Source: an optimization exercise on an open RTL-to-GDS flow (aim: small area). Production flows keep margins and buffers that such runs may drop.
The RTL was checked by simulation tests, not by an equivalence proof against the original design.
Power and IR drop assume default switching activity.

Setup of the previous run:
==> module LCDTestor, before the edit <==
module LCDTestor
(
	clk,rst_n,key_in,
	vga_r,vga_g,vga_b,
	vga_hsy,vga_vsy,vga_clk,vga_de,
	led,led1
);
input clk;
input rst_n, key_in;
output [7:0] vga_r;
output [7:0] vga_g;
output [7:0] vga_b;
output vga_hsy, vga_vsy;
output vga_clk, vga_de;
output reg led;
output reg led1;
reg run;
reg [23:0] cq;		 
localparam [23:0] CPOL = 24'haaaaaa;
wire [23:0] cyc = run ? (cq ^ CPOL) : 24'd1;
wire cyc_z = ~|cyc[22:0];
always @(posedge clk)
	cq <= {cyc[22:0], cyc[23]^cyc[22]^cyc[21]^cyc[16]^cyc_z} ^ CPOL;
always @(posedge clk or negedge rst_n)
	if (!rst_n) led1 <= 1'b0;
	else if (cyc_z & ~cyc[23]) led1 <= ~led1;
localparam [31:0] T0  = 32'hc6f68ac0;
localparam [31:0] POL = 32'haaaaaaaa;
reg key_now, key_pre;
wire key_neg = ~key_now & key_pre;
reg [31:0] tq;
wire [31:0] tb = run ? (tq ^ POL) : T0;
wire t_z = ~|tb[30:0];
wire t_fb = tb[31]^tb[21]^tb[1]^tb[0]^t_z;
reg ko, ko_d;
reg [3:0] sw;		 
always @(posedge clk)
	tq <= key_neg ? (T0 ^ POL) : ({tb[30:0], t_fb} ^ POL);
always @(posedge clk or negedge rst_n)
	if (!rst_n) begin
		run <= 1'b0;
		key_now <= 1'b1;
		key_pre <= 1'b1;
		ko <= 1'b0;
		ko_d <= 1'b0;
		led <= 1'b1;
		sw <= 4'd15;
	end else begin
		run <= 1'b1;
		key_now <= key_in;
		key_pre <= key_now;
		ko <= t_z & ~tb[31] & ~key_in;
		ko_d <= ko;
		if (ko) led <= ~led;
		if (ko_d | (&sw)) sw <= (sw == 4'd8) ? 4'd0 : sw + 4'd1;
	end
reg [11:0] r;
wire [12:0] r_inc = {1'b0, r} + 13'd1;
wire line_end = (r == 12'd1454);
reg [2:0] s;
reg [7:0] c;
wire c_end = (c == 8'd149);
wire [2:0] s_nx = (s == 3'd6) ? 3'd0 : s + 3'd1;
wire [7:0] c_start = (s_nx == 3'd4) ? 8'd235 : (s_nx == 3'd5) ? 8'd144 :
                     (s_nx == 3'd6) ? 8'd121 : 8'd0;
always @(posedge clk or negedge rst_n)
	if (!rst_n) begin
		r <= 12'd1454;
		s <= 3'd4;
		c <= 8'd149;
	end else begin
		r <= r_inc[11:0] | (r_inc[12] ? 12'd1408 : 12'd0);
		if (line_end) begin
			if (c_end) begin
				s <= s_nx;
				c <= c_start;
			end else
				c <= c + 8'd1;
		end
	end
wire v_act = ~s[2];
wire first = (c == 8'd0) & ~r[11] & (r >= 12'd1455);
wire [1:0] band = s[2] ? 2'd3 : first ? s[1:0] - 2'd1 : s[1:0];
assign vga_clk = r[0];
assign vga_hsy = (r >= 12'd1455) && (r <= 12'd1726);
assign vga_vsy = (s == 3'd5);
assign vga_de  = r_inc[11] & v_act;
wire ld = r[11] & v_act;
wire [7:0] xv = ld ? r[10:3] : 8'hff;
wire [7:0] gv = {band, (ld ? r[10:8] : 3'b111), 3'b000};
reg [7:0] vr, vg, vb;
always @* begin
	case (sw)
	4'd0: begin vr = 8'hff; vg = 8'h00; vb = 8'h00; end
	4'd1: begin vr = 8'h00; vg = 8'hff; vb = 8'h00; end
	4'd2: begin vr = 8'h00; vg = 8'h00; vb = 8'hff; end
	4'd4: begin vr = 8'hff; vg = 8'hff; vb = 8'hff; end
	4'd5: begin vr = xv;    vg = 8'h00; vb = 8'h00; end
	4'd6: begin vr = 8'h00; vg = xv;    vb = 8'h00; end
	4'd7: begin vr = 8'h00; vg = 8'h00; vb = xv;    end
	4'd8: begin vr = gv;    vg = gv;    vb = gv;    end
	default: begin vr = 8'h00; vg = 8'h00; vb = 8'h00; end
	endcase
end
assign vga_r = vr;
assign vga_g = vg;
assign vga_b = vb;
endmodule
Settings: LEC_CHECK=0, CAP_MARGIN=20, CORE_MARGIN=2, CORE_UTILIZATION=40, SLEW_MARGIN=20; clock period 8.0 ns.
standard.sh (not shown) runs the stock make flow with config.mk's settings and CLKGATE_MAP_FILE= SYNTH_SCRIPT=/design/flow/synth_recipe.tcl, a recipe that flattens the netlist after the stock synthesis.
==> flow/flow/run.sh <==
#!/bin/bash
# The standard layout (standard.sh), with these changes:
#  - synthesis is synth_recipe.tcl unchanged, except that yosys's abc runs
#    flow/abc_deep.script (area-oriented) instead of ORFS's speed script;
#  - port buffers are buf_1 instead of the buffer buffer_ports picks;
#  - CTS inserts no dummy loads.
# make's output goes to standard.log; ORFS writes each step's log under orfs/logs.
set -euo pipefail
export FLOW_FLOW_DIR=$PWD/flow
cat flow/abc_override.tcl synth_recipe.tcl > my_synth.tcl
export BUFFER_PORTS_ARGS="-buffer_cell sky130_fd_sc_hd__buf_1"
export CTS_ARGS="-sink_clustering_enable -repair_clock_nets -dont_use_dummy_load"
bash standard.sh SYNTH_SCRIPT=$PWD/my_synth.tcl finish > standard.log 2>&1
==> flow/flow/abc_deep.script <==
strash
&get -n
&deepsyn -J 200 -S 1
&put
dch -f
map -a
topo
==> flow/flow/abc_override.tcl <==
# Prepended to synth_recipe.tcl: run yosys's abc with flow/abc_deep.script
# (an area-oriented ABC script) in place of the script ORFS picks.
proc abc {args} {
  set i [lsearch -exact $args -script]
  if {$i >= 0} {
    set args [lreplace $args $i [expr {$i + 1}] -script $::env(FLOW_FLOW_DIR)/abc_deep.script]
  }
  yosys abc {*}$args
}
## Diff of input files: the current run against the previous run
==> flow/design.v <==
module LCDTestor
(
	clk,rst_n,key_in,
	vga_r,vga_g,vga_b,
	vga_hsy,vga_vsy,vga_clk,vga_de,
	led,led1
);
input clk;
input rst_n, key_in;
output [7:0] vga_r;
output [7:0] vga_g;
output [7:0] vga_b;
output vga_hsy, vga_vsy;
output vga_clk, vga_de;
output reg led;
output reg led1;
reg [3:0] sw;		 
wire run = ~&sw;
reg [23:0] cq;		 
localparam [23:0] CPOL = 24'haaaaaa;
wire [23:0] cyc = run ? (cq ^ CPOL) : 24'd1;
wire cyc_z = ~|cyc[22:0];
always @(posedge clk)
	cq <= {cyc[22:0], cyc[23]^cyc[22]^cyc[21]^cyc[16]^cyc_z} ^ CPOL;
always @(posedge clk or negedge rst_n)
	if (!rst_n) led1 <= 1'b0;
	else if (cyc_z & ~cyc[23]) led1 <= ~led1;
localparam [31:0] T0  = 32'hc6f68ac0;
localparam [31:0] POL = 32'haaaaaaaa;
reg key_now, key_pre;
wire key_neg = ~key_now & key_pre;
reg [31:0] tq;
wire [31:0] tb = run ? (tq ^ POL) : T0;
wire t_z = ~|tb[30:0];
wire t_fb = tb[31]^tb[21]^tb[1]^tb[0]^t_z;
reg ko, ko_d;
always @(posedge clk)
	ko_d <= ko;
always @(posedge clk)
	tq <= key_neg ? (T0 ^ POL) : ({tb[30:0], t_fb} ^ POL);
always @(posedge clk or negedge rst_n)
	if (!rst_n) begin
		key_now <= 1'b1;
		key_pre <= 1'b1;
		ko <= 1'b0;
		led <= 1'b1;
		sw <= 4'd15;
	end else begin
		key_now <= key_in;
		key_pre <= key_now;
		ko <= t_z & ~tb[31] & ~key_in;
		if (ko) led <= ~led;
		if (ko_d | ~run) sw <= (sw == 4'd8) ? 4'd0 : sw + 4'd1;
	end
reg [11:0] r;
reg [9:0] v;
reg [1:0] band;		 
wire [12:0] r_inc = {1'b0, r} + 13'd1;
wire line_end = (r == 12'd1454);
wire v_last = v[9] & v[8] & v[5] & v[2] & v[0];	 
wire v_act = (v >= 10'd35) && (v < 10'd635);
wire [1:0] v_band = (v < 10'd185) ? 2'd0 : (v < 10'd335) ? 2'd1 : (v < 10'd485) ? 2'd2 : 2'd3;
always @(posedge clk or negedge rst_n)
	if (!rst_n) begin
		r <= 12'd1454;
		v <= 10'd805;
	end else begin
		r <= r_inc[11:0] | (r_inc[12] ? 12'd1408 : 12'd0);
		if (line_end) v <= v_last ? 10'd0 : v + 10'd1;
	end
always @(posedge clk)
	if (r == 12'd2047 && v_act) band <= v_band;
assign vga_clk = r[0];
assign vga_hsy = (r >= 12'd1455) && (r <= 12'd1726);
assign vga_vsy = (v < 10'd6);
assign vga_de  = r_inc[11] & v_act;
wire ld = r[11] & v_act;
wire [7:0] xv = ld ? r[10:3] : 8'hff;
wire [7:0] gv = {band, (ld ? r[10:8] : 3'b111), 3'b000};
reg [7:0] vr, vg, vb;
always @* begin
	case (sw)
	4'd0: begin vr = 8'hff; vg = 8'h00; vb = 8'h00; end
	4'd1: begin vr = 8'h00; vg = 8'hff; vb = 8'h00; end
	4'd2: begin vr = 8'h00; vg = 8'h00; vb = 8'hff; end
	4'd4: begin vr = 8'hff; vg = 8'hff; vb = 8'hff; end
	4'd5: begin vr = xv;    vg = 8'h00; vb = 8'h00; end
	4'd6: begin vr = 8'h00; vg = xv;    vb = 8'h00; end
	4'd7: begin vr = 8'h00; vg = 8'h00; vb = xv;    end
	4'd8: begin vr = gv;    vg = gv;    vb = gv;    end
	default: begin vr = 8'h00; vg = 8'h00; vb = 8'h00; end
	endcase
end
assign vga_r = vr;
assign vga_g = vg;
assign vga_b = vb;
endmodule
Notes after the runs:
Post-layout instance area was lower in the run labelled the current run. Changes observed in the current run relative to the previous run: worst setup slack went up by 0.14 ns, post-detailed-routing wire length decreased about 4%, die area went down 91 um^2. Average wire length per cell after detail routing: the current run vs the previous run down 3.9%. The current run: clock share of power lower than the previous run. Routing usage on met3 down 0.48 points in the current run wrt the previous run. Compared with the previous run, in the current run sequential share of power went up by 0.2 points, count of multi-input combinational gates went down by 9. Looking only at share of post-route cells with drive strength above 1, and setting everything else aside, the higher value of the previous run and the current run goes to the current run. met1 track demand over resource ends up lower on the previous run.

-- afterwards: timing with drivers on the ports --
Ports are ideal in the flow. The routed layouts listed here were re-timed in OpenROAD.
Step 1, drivers: a clkbuf_16 drives clk and a buf_2 each remaining input, both assumed.
Step 2 moves the port delays by t, midway between the first and last clock arrival at a register: inputs arrive t later, outputs are due t later. That takes back most of the time a late clock gives input paths.
Three values: ideal, step 1, step 2; two values: the first two.
| run | shift t [ns] | setup WS [ns] | hold slack, ns | cell pins on the clock port's net |
|---|---|---|---|---|
| the previous run | 0.367 | 3.423 / 3.393 / 3.760 | 0.373 / 0.373 / 0.373 | 1 |
| the current run | 0.371 | 3.564 / 3.533 / 3.905 | 0.376 / 0.376 / 0.376 | 1 |
After both steps every run listed still meets setup and hold.
